Context: an optimization exercise on an open-source flow, tuned for small area. The choices shown serve that exercise and are no tape-out recipe.
Where RTL was checked, it was by simulation tests only, not by an equivalence proof against the original.
The flow treats the clock pin as an ideal source. Dropping or thinning the clock tree relies on that and would not hold on a real chip.

==> sierra <==
## uart_top
module uart_top (reset, clk, baud_select, Tx_EN, Tx_WR, Tx_DATA, TxD, Tx_BUSY,
                 Rx_EN, RxD, Rx_DATA, Rx_FERROR, Rx_PERROR, Rx_VALID);
input reset, clk;
input [2:0] baud_select;
input Tx_EN;
input Tx_WR;
input [7:0] Tx_DATA;
output TxD;
output Tx_BUSY;
input Rx_EN;
input RxD;
output [7:0] Rx_DATA;
output Rx_FERROR;
output Rx_PERROR;
output Rx_VALID;
wire tick;
baud_controller u_tick (.reset(reset), .clk(clk), .baud_select(baud_select), .sample_ENABLE(tick));
localparam [3:0] T_PAR = 4'd8, T_STOP = 4'd9, T_OFF = 4'd13, T_IDLE = 4'd14, T_START = 4'd15;
reg [3:0] ts;           
reg [3:0] tc;           
reg       t_adv;        
reg       TxD, Tx_BUSY;
always @(posedge clk) begin
  tc    <= Tx_BUSY ? tc + {3'b000, tick} : 4'd0;
  t_adv <= Tx_BUSY & tick & (tc == 4'd15);
end
wire t_off  = (ts == T_OFF);
wire t_idle = (ts == T_IDLE);
wire t_ld   = (ts == T_STOP) & t_adv;
wire t_inc  = (t_off & Tx_EN) | (t_idle & Tx_WR) | (!t_off & !t_idle & t_adv);
always @(posedge clk or posedge reset)
  if (reset)      ts <= T_OFF;
  else if (t_ld)  ts <= Tx_EN ? T_IDLE : T_OFF;
  else if (t_inc) ts <= ts + 4'd1;
always @(posedge clk) begin
  Tx_BUSY <= !(t_off | t_idle);
  if (!ts[3])              TxD <= Tx_DATA[ts[2:0]];
  else if (ts == T_START)  TxD <= 1'b0;
  else if (ts == T_PAR)    TxD <= ^Tx_DATA;
  ...
==> module uart_top, before the edit <==
module uart_top (reset, clk, baud_select, Tx_EN, Tx_WR, Tx_DATA, TxD, Tx_BUSY,
                 Rx_EN, RxD, Rx_DATA, Rx_FERROR, Rx_PERROR, Rx_VALID);
input reset, clk;
input [2:0] baud_select;
input Tx_EN;
input Tx_WR;
input [7:0] Tx_DATA;
output TxD;
output Tx_BUSY;
input Rx_EN;
input RxD;
output [7:0] Rx_DATA;
output Rx_FERROR;
output Rx_PERROR;
output Rx_VALID;
wire tick;
baud_controller u_tick (.reset(reset), .clk(clk), .baud_select(baud_select), .sample_ENABLE(tick));
localparam [3:0] T_PAR = 4'd8, T_STOP = 4'd9, T_OFF = 4'd13, T_IDLE = 4'd14, T_START = 4'd15;
reg [3:0] ts;           
reg [3:0] tc;           
reg       t_adv;        
reg       TxD, Tx_BUSY;
always @(posedge clk) begin
  tc    <= Tx_BUSY ? tc + {3'b000, tick} : 4'd0;
  t_adv <= Tx_BUSY & tick & (tc == 4'd15);
end
wire t_off  = (ts == T_OFF);
wire t_idle = (ts == T_IDLE);
wire t_ld   = (ts == T_STOP) & t_adv;
wire t_inc  = (t_off & Tx_EN) | (t_idle & Tx_WR) | (!t_off & !t_idle & t_adv);
always @(posedge clk or posedge reset)
  if (reset)      ts <= T_OFF;
  else if (t_ld)  ts <= Tx_EN ? T_IDLE : T_OFF;
  else if (t_inc) ts <= ts + 4'd1;
always @(posedge clk) begin
  Tx_BUSY <= !(t_off | t_idle);
  if (!ts[3])              TxD <= Tx_DATA[ts[2:0]];
  else if (ts == T_START)  TxD <= 1'b0;
  else if (ts == T_PAR)    TxD <= ^Tx_DATA;
  else                     TxD <= 1'b1;
end
localparam [3:0] R_PAR = 4'd0, R_FRM = 4'd1, R_DONE = 4'd2, R_OFF = 4'd4,
                 R_WAIT = 4'd5, R_SF = 4'd6, R_START = 4'd7;
reg [3:0] rs;           
reg [3:0] rc;           
reg       r_adv;        
reg       rf;           
reg [7:0] DATA;
reg       Rx_FERROR, Rx_PERROR, Rx_VALID;
wire r_off   = (rs == R_OFF);
wire r_wait  = (rs == R_WAIT);
wire r_sf    = (rs == R_SF);
wire r_start = (rs == R_START);
wire r_par   = (rs == R_PAR);
wire r_frm   = (rs == R_FRM);
wire r_done  = (rs == R_DONE);
wire r_data  = rs[3];
wire r_frame = r_data | r_start | r_par | r_frm;      
wire s4      = tick && rc[1:0] == 2'b00 && rc[3:2] != 2'b00;    
wire s8      = tick && rc == 4'd8;
wire s14     = tick && rc[3:1] == 3'b111;                       
wire p_fail  = !Rx_FERROR && RxD == rf;                         
assign Rx_DATA = DATA;
always @(posedge clk) begin
  rc    <= r_frame ? rc + {3'b000, tick} : 4'd0;
  r_adv <= tick & (rc == 4'd15);
  if (r_data && s8) DATA <= {RxD, DATA[7:1]};
  if (!r_frame || (r_par && r_adv))  rf <= 1'b1;
  else if ((r_start || r_frm) && s4) rf <= rf & (RxD == r_frm);
  else if (r_data && s8)             rf <= rf ^ RxD;
end
wire r_ld  = r_done | (r_adv & ((r_par & p_fail) | (r_frm & Rx_FERROR)));
wire r_inc = (r_off & Rx_EN) | (r_wait & !RxD) | r_sf | (r_frame & r_adv);
always @(posedge clk or posedge reset)
  if (reset)      rs <= R_OFF;
  else if (r_ld)  rs <= (r_done && !Rx_EN) ? R_OFF : R_WAIT;
  else if (r_inc) rs <= rs + 4'd1;
always @(posedge clk or posedge reset)
  if (reset) begin
    Rx_FERROR <= 1'b0;
    Rx_PERROR <= 1'b0;
    Rx_VALID  <= 1'b0;
  end else begin
    Rx_VALID  <= r_done;
    Rx_FERROR <= r_frame & (Rx_FERROR | ((r_start | r_frm) & s14 & ~rf));
    Rx_PERROR <= r_par & !Rx_FERROR & (s8 ? (RxD == rf) : Rx_PERROR);
  end
endmodule
clock: 20.0 ns
lec_check: 0
cap_margin: 20
core_margin: 2
core_utilization: 40
slew_margin: 20
buffer_ports_args: -buffer_cell sky130_fd_sc_hd__buf_1
cts_args: -sink_clustering_enable -repair_clock_nets -dont_use_dummy_load -buf_list {sky130_fd_sc_hd__clkbuf_8} -root_buf sky130_fd_sc_hd__clkbuf_8
standard.sh (not shown) runs the stock make flow with config.mk's settings and CLKGATE_MAP_FILE= SYNTH_SCRIPT=/design/flow/synth_recipe.tcl, a recipe that flattens the netlist after the stock synthesis.
==> flow/flow/run.sh <==
#!/bin/bash
# Layout flow: the standard flow (standard.sh) with these changes:
#  - after the standard synthesis, the combinational logic is re-mapped for
#    area by yosys/ABC (flow/resynth.sh); every flip-flop instance of the
#    standard synthesis is kept as it is (same name, same cell);
#  - every cell is then swapped to the smallest cell of the same function
#    (flow/downsize.tcl); the later repair steps size up where timing needs;
#  - port buffers are sky130_fd_sc_hd__buf_1;
#  - the clock tree is built from clkbuf_8 without dummy loads; when its root
#    buffer only drives four clock buffers, the root is removed and the clock
#    port drives those four buffers (flow/cts_trim.tcl).
# Each tool's output goes to a log file in this folder.
set -euo pipefail
cp config.mk config_my.mk
cat >> config.mk <<'EOC'
export BUFFER_PORTS_ARGS = -buffer_cell sky130_fd_sc_hd__buf_1
export CTS_ARGS = -sink_clustering_enable -repair_clock_nets -dont_use_dummy_load -buf_list {sky130_fd_sc_hd__clkbuf_8} -root_buf sky130_fd_sc_hd__clkbuf_8
EOC
R=orfs/results/sky130hd/uart_top/base
bash standard.sh synth > synth_standard.log 2>&1
cp $R/1_2_yosys.v synth_standard.v
mkdir -p resynth
bash flow/resynth.sh synth_standard.v synth_resynth.v resynth > resynth.log 2>&1
cp synth_resynth.v $R/1_2_yosys.v
rm -f $R/1_synth.odb $R/1_synth.sdc
bash standard.sh synth > synth_odb.log 2>&1
openroad -no_init -exit flow/downsize.tcl > downsize.log 2>&1
bash standard.sh cts > cts.log 2>&1
ODB=$R/4_cts.odb openroad -no_init -exit flow/cts_trim.tcl > cts_trim.log 2>&1
bash standard.sh finish > finish.log 2>&1
==> flow/flow/cts_trim.tcl <==
read_db $::env(ODB)
set block [ord::get_db_block]
set clknet ""
foreach bt [$block getBTerms] {
  if {[$bt getName] eq "clk"} { set clknet [$bt getNet] }
}
set iterms [$clknet getITerms]
if {[llength $iterms] != 1} {
  puts "clock port drives [llength $iterms] pins; nothing to do"
  exit
}
set root [[lindex $iterms 0] getInst]
set rootm [[$root getMaster] getName]
if {![string match "sky130_fd_sc_hd__clkbuf_*" $rootm]} { puts "root is $rootm; nothing to do"; exit }
set out [[$root findITerm X] getNet]
set loads {}
foreach it [$out getITerms] {
  if {[$it getInst] ne $root} { lappend loads $it }
}
set ok [expr {[llength $loads] <= 4}]
foreach it $loads {
  if {![string match "sky130_fd_sc_hd__clkbuf_*" [[[$it getInst] getMaster] getName]]} { set ok 0 }
}
if {!$ok} { puts "root drives [llength $loads] pins, not all clock buffers; nothing to do"; exit }
foreach it $loads { $it disconnect; $it connect $clknet }
[$root findITerm A] disconnect
[$root findITerm X] disconnect
odb::dbInst_destroy $root
odb::dbNet_destroy $out
puts "removed root clock buffer [$root getName] ($rootm); clock port now drives [llength $loads] clock buffers"
write_db $::env(ODB)
==> flow/flow/resynth.sh <==
#!/bin/bash
# resynth.sh IN.v OUT.v WORKDIR : re-map the combinational logic of a synthesized
# netlist for area with yosys/ABC; every flip-flop instance is kept as it is.
# Several ABC scripts (deepsyn seeds x area mappers) run in parallel; the
# smallest result is kept.
set -euo pipefail
mkdir -p "$3"; IN=$(realpath -m "$1"); OUT=$(realpath -m "$2"); W=$(realpath -m "$3")
HERE=$(cd "$(dirname "$0")" && pwd)
FLOW_HOME=${FLOW_HOME:-/OpenROAD-flow-scripts/flow}
YOSYS=$FLOW_HOME/../tools/install/yosys/bin/yosys
LIB=$FLOW_HOME/platforms/sky130hd/lib/sky130_fd_sc_hd__tt_025C_1v80.lib
T=${RESYNTH_T:-45}
JOBS=${RESYNTH_JOBS:-4}
DU=$(python3 - "$FLOW_HOME" <<'PY'
import re,sys
s=open(sys.argv[1]+'/platforms/sky130hd/config.mk').read()
m=re.search(r'DONT_USE_CELLS \+= \\\n(.*?)\n#',s,re.S)
print(' '.join('-dont_use '+c for c in re.findall(r'sky130\w+',m.group(1))))
PY
)
mkdir -p $W
python3 $HERE/cellmodels.py $LIB $W/cellmodels.v $(grep -o "sky130_fd_sc_hd__[a-z0-9_]*" $IN | sort -u)
run_one() {  # $1 = job name, $2 = seed, $3 = mapper
  local J=$W/$1; mkdir -p $J
  { echo "strash"; echo "&get -n"; echo "&st"; echo "&deepsyn -S $2 -T $T"; echo "&put"
    case $3 in
      nf)   echo "&get -n"; echo "&dch"; echo "&nf -a -R 1000"; echo "&put" ;;
      amap) echo "dch -f"; echo "amap" ;;
      map)  echo "dch -f"; echo "map -a"; echo "topo"; echo "dnsize" ;;
    esac; } > $J/script.abc
  cat > $J/resynth.ys <<EOY
read_liberty -lib $LIB
read_verilog -overwrite $W/cellmodels.v
read_verilog $IN
hierarchy -check -top uart_top
flatten
simplemap
opt_clean -purge
abc -script $J/script.abc -liberty $LIB $DU -D 20000
read_liberty -lib -ignore_redef $LIB
hierarchy -check -top uart_top
opt_clean -purge
hilomap -singleton -hicell sky130_fd_sc_hd__conb_1 HI -locell sky130_fd_sc_hd__conb_1 LO
insbuf -buf sky130_fd_sc_hd__buf_4 A X
splitnets
opt_clean -purge
stat -liberty $LIB
check -assert -mapped
write_verilog -noattr -nohex -nodec $J/out.v
EOY
  if $YOSYS -s $J/resynth.ys > $J/yosys.log 2>&1; then
    grep -o "Chip area for module .*: [0-9.]*" $J/yosys.log | tail -1 | awk -v j=$1 '{print $NF, j}' > $J/area.txt
  fi
}
N=0
for seed in ${RESYNTH_SEEDS:-0 1 2 3 4 5 6 7}; do
  for mapper in nf amap; do
    run_one s${seed}_$mapper $seed $mapper &
    N=$((N+1))
    if (( N % JOBS == 0 )); then wait; fi
  done
done
wait
cat $W/*/area.txt | sort -n > $W/areas.txt
cat $W/areas.txt
BEST=$(head -1 $W/areas.txt | awk '{print $2}')
echo "best: $BEST"
cp $W/$BEST/out.v $OUT
Other scripts of this flow, unchanged in this note and not shown: flow/flow/cellmodels.py, flow/flow/downsize.tcl
==> indigo: changes against sierra <==
--- a/flow/flow/run.sh
+++ b/flow/flow/run.sh
@@ -6,9 +6,7 @@
 #  - every cell is then swapped to the smallest cell of the same function
 #    (flow/downsize.tcl); the later repair steps size up where timing needs;
 #  - port buffers are sky130_fd_sc_hd__buf_1;
-#  - the clock tree is built from clkbuf_8 without dummy loads; when its root
-#    buffer only drives four clock buffers, the root is removed and the clock
-#    port drives those four buffers (flow/cts_trim.tcl).
+#  - the clock tree is built from clkbuf_8 without dummy loads.
 # Each tool's output goes to a log file in this folder.
 set -euo pipefail
 cp config.mk config_my.mk
@@ -25,6 +23,4 @@
 rm -f $R/1_synth.odb $R/1_synth.sdc
 bash standard.sh synth > synth_odb.log 2>&1
 openroad -no_init -exit flow/downsize.tcl > downsize.log 2>&1
-bash standard.sh cts > cts.log 2>&1
-ODB=$R/4_cts.odb openroad -no_init -exit flow/cts_trim.tcl > cts_trim.log 2>&1
 bash standard.sh finish > finish.log 2>&1
==> flow/flow/deep.abc (new file) <==
strash
&get -n
&st
&deepsyn -T 60
&put
dch -f
map -a
topo
dnsize
==> flow/flow/resynth.sh (replaced) <==
#!/bin/bash
# resynth.sh IN.v OUT.v WORKDIR : re-map the combinational logic of a synthesized
# netlist for area; flip-flop instances are kept exactly as they are.
set -euo pipefail
IN=$1; OUT=$2; W=$3
HERE=$(cd "$(dirname "$0")" && pwd)
FLOW_HOME=${FLOW_HOME:-/OpenROAD-flow-scripts/flow}
YOSYS=$FLOW_HOME/../tools/install/yosys/bin/yosys
LIB=$FLOW_HOME/platforms/sky130hd/lib/sky130_fd_sc_hd__tt_025C_1v80.lib
DU=$(python3 - "$FLOW_HOME" <<'PY'
import re,sys
s=open(sys.argv[1]+'/platforms/sky130hd/config.mk').read()
m=re.search(r'DONT_USE_CELLS \+= \\\n(.*?)\n#',s,re.S)
print(' '.join('-dont_use '+c for c in re.findall(r'sky130\w+',m.group(1))))
PY
)
python3 $HERE/cellmodels.py $LIB $W/cellmodels.v $(grep -o "sky130_fd_sc_hd__[a-z0-9_]*" $IN | sort -u)
cat > $W/resynth.ys <<EOY
read_liberty -lib $LIB
read_verilog -overwrite $W/cellmodels.v
read_verilog $IN
hierarchy -check -top uart_top
flatten
simplemap
opt_clean -purge
abc -script $HERE/deep.abc -liberty $LIB $DU -D 20000
read_liberty -lib -ignore_redef $LIB
hierarchy -check -top uart_top
opt_clean -purge
hilomap -singleton -hicell sky130_fd_sc_hd__conb_1 HI -locell sky130_fd_sc_hd__conb_1 LO
insbuf -buf sky130_fd_sc_hd__buf_4 A X
splitnets
opt_clean -purge
stat -liberty $LIB
check -assert -mapped
write_verilog -noattr -nohex -nodec $OUT
EOY
$YOSYS -s $W/resynth.ys
removed: flow/flow/cts_trim.tcl
==> pepper: changes against sierra <==
--- a/flow/design.v
+++ b/flow/design.v
@@ -62,7 +62,7 @@
 always @(posedge clk or posedge reset)
   if (reset)      ts <= T_OFF;
   else if (t_ld)  ts <= Tx_EN ? T_IDLE : T_OFF;
-  else if (t_inc) ts <= ts + 4'd1;
+  else            ts <= ts + {3'b000, t_inc};
 always @(posedge clk) begin
   Tx_BUSY <= !(t_off | t_idle);
   if (!ts[3])              TxD <= Tx_DATA[ts[2:0]];
@@ -102,10 +102,9 @@
 end
 wire r_ld  = r_done | (r_adv & ((r_par & p_fail) | (r_frm & Rx_FERROR)));
 wire r_inc = (r_off & Rx_EN) | (r_wait & !RxD) | r_sf | (r_frame & r_adv);
-always @(posedge clk or posedge reset)
-  if (reset)      rs <= R_OFF;
-  else if (r_ld)  rs <= (r_done && !Rx_EN) ? R_OFF : R_WAIT;
-  else if (r_inc) rs <= rs + 4'd1;
+always @(posedge clk)
+  if (reset || r_ld) rs <= (reset || (r_done && !Rx_EN)) ? R_OFF : R_WAIT;
+  else               rs <= rs + {3'b000, r_inc};
 always @(posedge clk or posedge reset)
   if (reset) begin
     Rx_FERROR <= 1'b0;
==> flow/flow/resynth.sh (replaced) <==
#!/bin/bash
# resynth.sh IN.v OUT.v WORKDIR : re-map the combinational logic of a synthesized
# netlist for area with yosys/ABC; every flip-flop instance is kept as it is.
# The combinational logic is optimized by ABC's deepsyn from several seeds,
# each result is mapped with several area mappers, and the smallest mapping
# is put back into the netlist by yosys.
set -euo pipefail
mkdir -p "$3"; IN=$(realpath -m "$1"); OUT=$(realpath -m "$2"); W=$(realpath -m "$3")
HERE=$(cd "$(dirname "$0")" && pwd)
FLOW_HOME=${FLOW_HOME:-/OpenROAD-flow-scripts/flow}
YOSYS=$FLOW_HOME/../tools/install/yosys/bin/yosys
ABC=$FLOW_HOME/../tools/install/yosys/bin/yosys-abc
LIB=$FLOW_HOME/platforms/sky130hd/lib/sky130_fd_sc_hd__tt_025C_1v80.lib
T=${RESYNTH_T:-40}
JOBS=${RESYNTH_JOBS:-4}
SEEDS=${RESYNTH_SEEDS:-0 1 2 3 4 5 6 7 8 9 10 11 12 13 14 15}
DUL=$(python3 - "$FLOW_HOME" <<'PY'
import re,sys
s=open(sys.argv[1]+'/platforms/sky130hd/config.mk').read()
m=re.search(r'DONT_USE_CELLS \+= \\\n(.*?)\n#',s,re.S)
print(' '.join(re.findall(r'sky130\w+',m.group(1))))
PY
)
DU=$(for c in $DUL; do printf -- '-dont_use %s ' $c; done)
DX=$(for c in $DUL; do printf -- '-X %s ' $c; done)
python3 $HERE/cellmodels.py $LIB $W/cellmodels.v $(grep -o "sky130_fd_sc_hd__[a-z0-9_]*" $IN | sort -u)
ys() {  # $1 = abc script file, $2 = output netlist, $3 = log
  cat > $W/resynth.ys <<EOY
read_liberty -lib $LIB
read_verilog -overwrite $W/cellmodels.v
read_verilog $IN
hierarchy -check -top uart_top
flatten
simplemap
opt_clean -purge
abc -script $1 -liberty $LIB $DU -D 20000
read_liberty -lib -ignore_redef $LIB
hierarchy -check -top uart_top
opt_clean -purge
hilomap -singleton -hicell sky130_fd_sc_hd__conb_1 HI -locell sky130_fd_sc_hd__conb_1 LO
insbuf -buf sky130_fd_sc_hd__buf_4 A X
splitnets
opt_clean -purge
stat -liberty $LIB
check -assert -mapped
write_verilog -noattr -nohex -nodec $2
EOY
  $YOSYS -s $W/resynth.ys > $3 2>&1
}
# 1. the combinational logic as ABC sees it
printf 'strash\nwrite_blif %s\nmap\n' $W/logic.blif > $W/dump.abc
ys $W/dump.abc $W/dump.v $W/dump.log
# 2. deepsyn from several seeds, several mappers each
MAPPERS=("&get -n; &dch; &nf -a -R 1000; &put"
         "&get -n; &nf -a -R 1000; &put"
         "dch -f; amap"
         "amap"
         "dch -f; map -a"
         "&get -n; &dch -f; &nf -a -R 1000 -F 20 -A 20; &put"
         "&get -n; &synch2; &nf -a -R 1000; &put")
one_seed() {
  local s=$1
  $ABC -c "read_blif $W/logic.blif; strash; &get -n; &st; &deepsyn -S $s -T $T; &put; write_aiger -s $W/d$s.aig" > $W/d$s.log 2>&1 || return 0
  local k=0
  for m in "${MAPPERS[@]}"; do
    $ABC -c "read_lib -w $DX $LIB; read_aiger $W/d$s.aig; $m; write_blif $W/m${s}_$k.blif; print_stats" > $W/m${s}_$k.log 2>&1 || true
    a=$(grep -oE "area =[ 0-9.]+" $W/m${s}_$k.log | tail -1 | tr -dc '0-9.')
    [ -n "$a" ] && echo "$a m${s}_$k $m" >> $W/areas_$s.txt
    k=$((k+1))
  done
}
N=0
for s in $SEEDS; do
  one_seed $s &
  N=$((N+1)); if (( N % JOBS == 0 )); then wait; fi
done
wait
cat $W/areas_*.txt | sort -n > $W/areas.txt
head -5 $W/areas.txt
BEST=$(head -1 $W/areas.txt | awk '{print $2}')
echo "best: $BEST"
# 3. put the best mapping back (yosys extracts the same logic, so names match)
sed 's/^\.model .*/.model netlist/' $W/$BEST.blif > $W/best.blif
# the chosen mapping must be equivalent to the logic it replaces
$ABC -c "read_lib -w $DX $LIB; cec $W/logic.blif $W/best.blif" > $W/cec.log 2>&1
grep -q "Networks are equivalent" $W/cec.log || { echo "cec failed"; cat $W/cec.log; exit 1; }
printf 'read_blif %s\n' $W/best.blif > $W/final.abc
ys $W/final.abc $OUT $W/final.log
grep -o "Chip area for module .*: [0-9.]*" $W/final.log | tail -1
==> results_dict.tcl <==
set metrics [dict create \
    crit_chain "buf_1, clkinv_1, nor2_1, nor2_1, nor2_1, nand2_1, nand3_1, a21boi_1, nand3_1, nor4_1, nand2_1, nor2_1, nand2_1, o21ai_1, o21ai_1" \
    buf_share 0.0465 \
    multi_input_comb_cells 177 \
    coreArea_um2 5070 \
    cp.required_ps 20170 \
    initial_core_util 0.409 \
    seq_share 0.453 \
    crit_buf_inv 2 \
    multi_input_area_share 0.370 \
    gp_congestion 0.821 \
    r2r_end "rf$_SDFFE_PP1P_" \
    grt_max_degree 16 \
    status "no timing/DRC/antenna violations" \
    synth.avg_cell_area_um2 7.90 \
    via_per_inst 4.89 \
]
# the run above: indigo

==> results_dict.tcl <==
set metrics [dict create \
    status "no timing/DRC/antenna violations" \
    multi_input_area_share 0.389 \
    cp.required_ps 19800 \
    syn2layout_area_growth_pct 13.0 \
    via_per_inst 5.11 \
    initial_core_util 0.416 \
    multi_input_comb_cells 152 \
    synth.avg_cell_area_um2 9.40 \
    crit_buf_inv 2 \
    seq_share 0.478 \
    r2r_end "DATA[7]$_DFFE_PP_" \
    buf_share 0.0524 \
    gp_congestion 0.864 \
    clk_share 0.0248 \
]
# the run above: sierra

==> results_dict.tcl <==
set metrics [dict create \
    status "no timing/DRC/antenna violations" \
    multi_input_comb_cells 145 \
    cp.required_ps 20030 \
    layout_setup_ws_ps 13540 \
    multi_input_area_share 0.391 \
    seq_share 0.485 \
    final_max_slew_viol_count 0 \
    ir_drop_mv 0.0289 \
    r2r_end "rf$_SDFFE_PP1P_" \
    postRouteAntennaNets 0 \
    crit_chain "buf_1, clkinv_1, nor4_1, o21ai_1, o31a_1, a2111oi_0, a31oi_1, nor3_1, buf_4, and4b_1, and2_1, nand2_1, xnor2_1, nor2_1" \
    gp_congestion 0.820 \
    initial_core_util 0.409 \
    grt_max_degree 13 \
    coreArea_um2 4660 \
    crit_buf_inv 3 \
    buf_share 0.0543 \
]
# the run above: pepper

Only the layout flow was run in pepper; the RTL was not checked for function there.

## separate check: timing with driven ports
How much do the figures lean on ideal ports? The routed layouts below were timed once more, with nothing changed but the port constraints. Step 1, drivers: a clkbuf_16 drives clk and a buf_2 each remaining input, both assumed. Step 2 also shifts input and output timing later by t, the mid clock arrival at the registers, as if the neighbouring blocks saw the same clock. Three values: ideal ports, drivers, drivers and shift; two values: the first two.
run | shift t [ns] | setup slack, ns | hold WS [ns] | worst setup path after step 2
sierra | 0.190 | 13.990 / 14.018 / 13.829 | 0.383 / 0.383 / 0.383 | input to register
indigo | 0.311 | 13.758 / 13.763 / 13.452 | 0.385 / 0.385 / 0.385 | input to register
pepper | 0.184 | 13.538 / 13.563 / 13.379 | 0.383 / 0.383 / 0.383 | input to register
After both steps setup and hold are still met in every run listed. The setup slack of indigo, which loses most, moves by +0.005 ns with the drivers and by -0.306 ns with both steps.
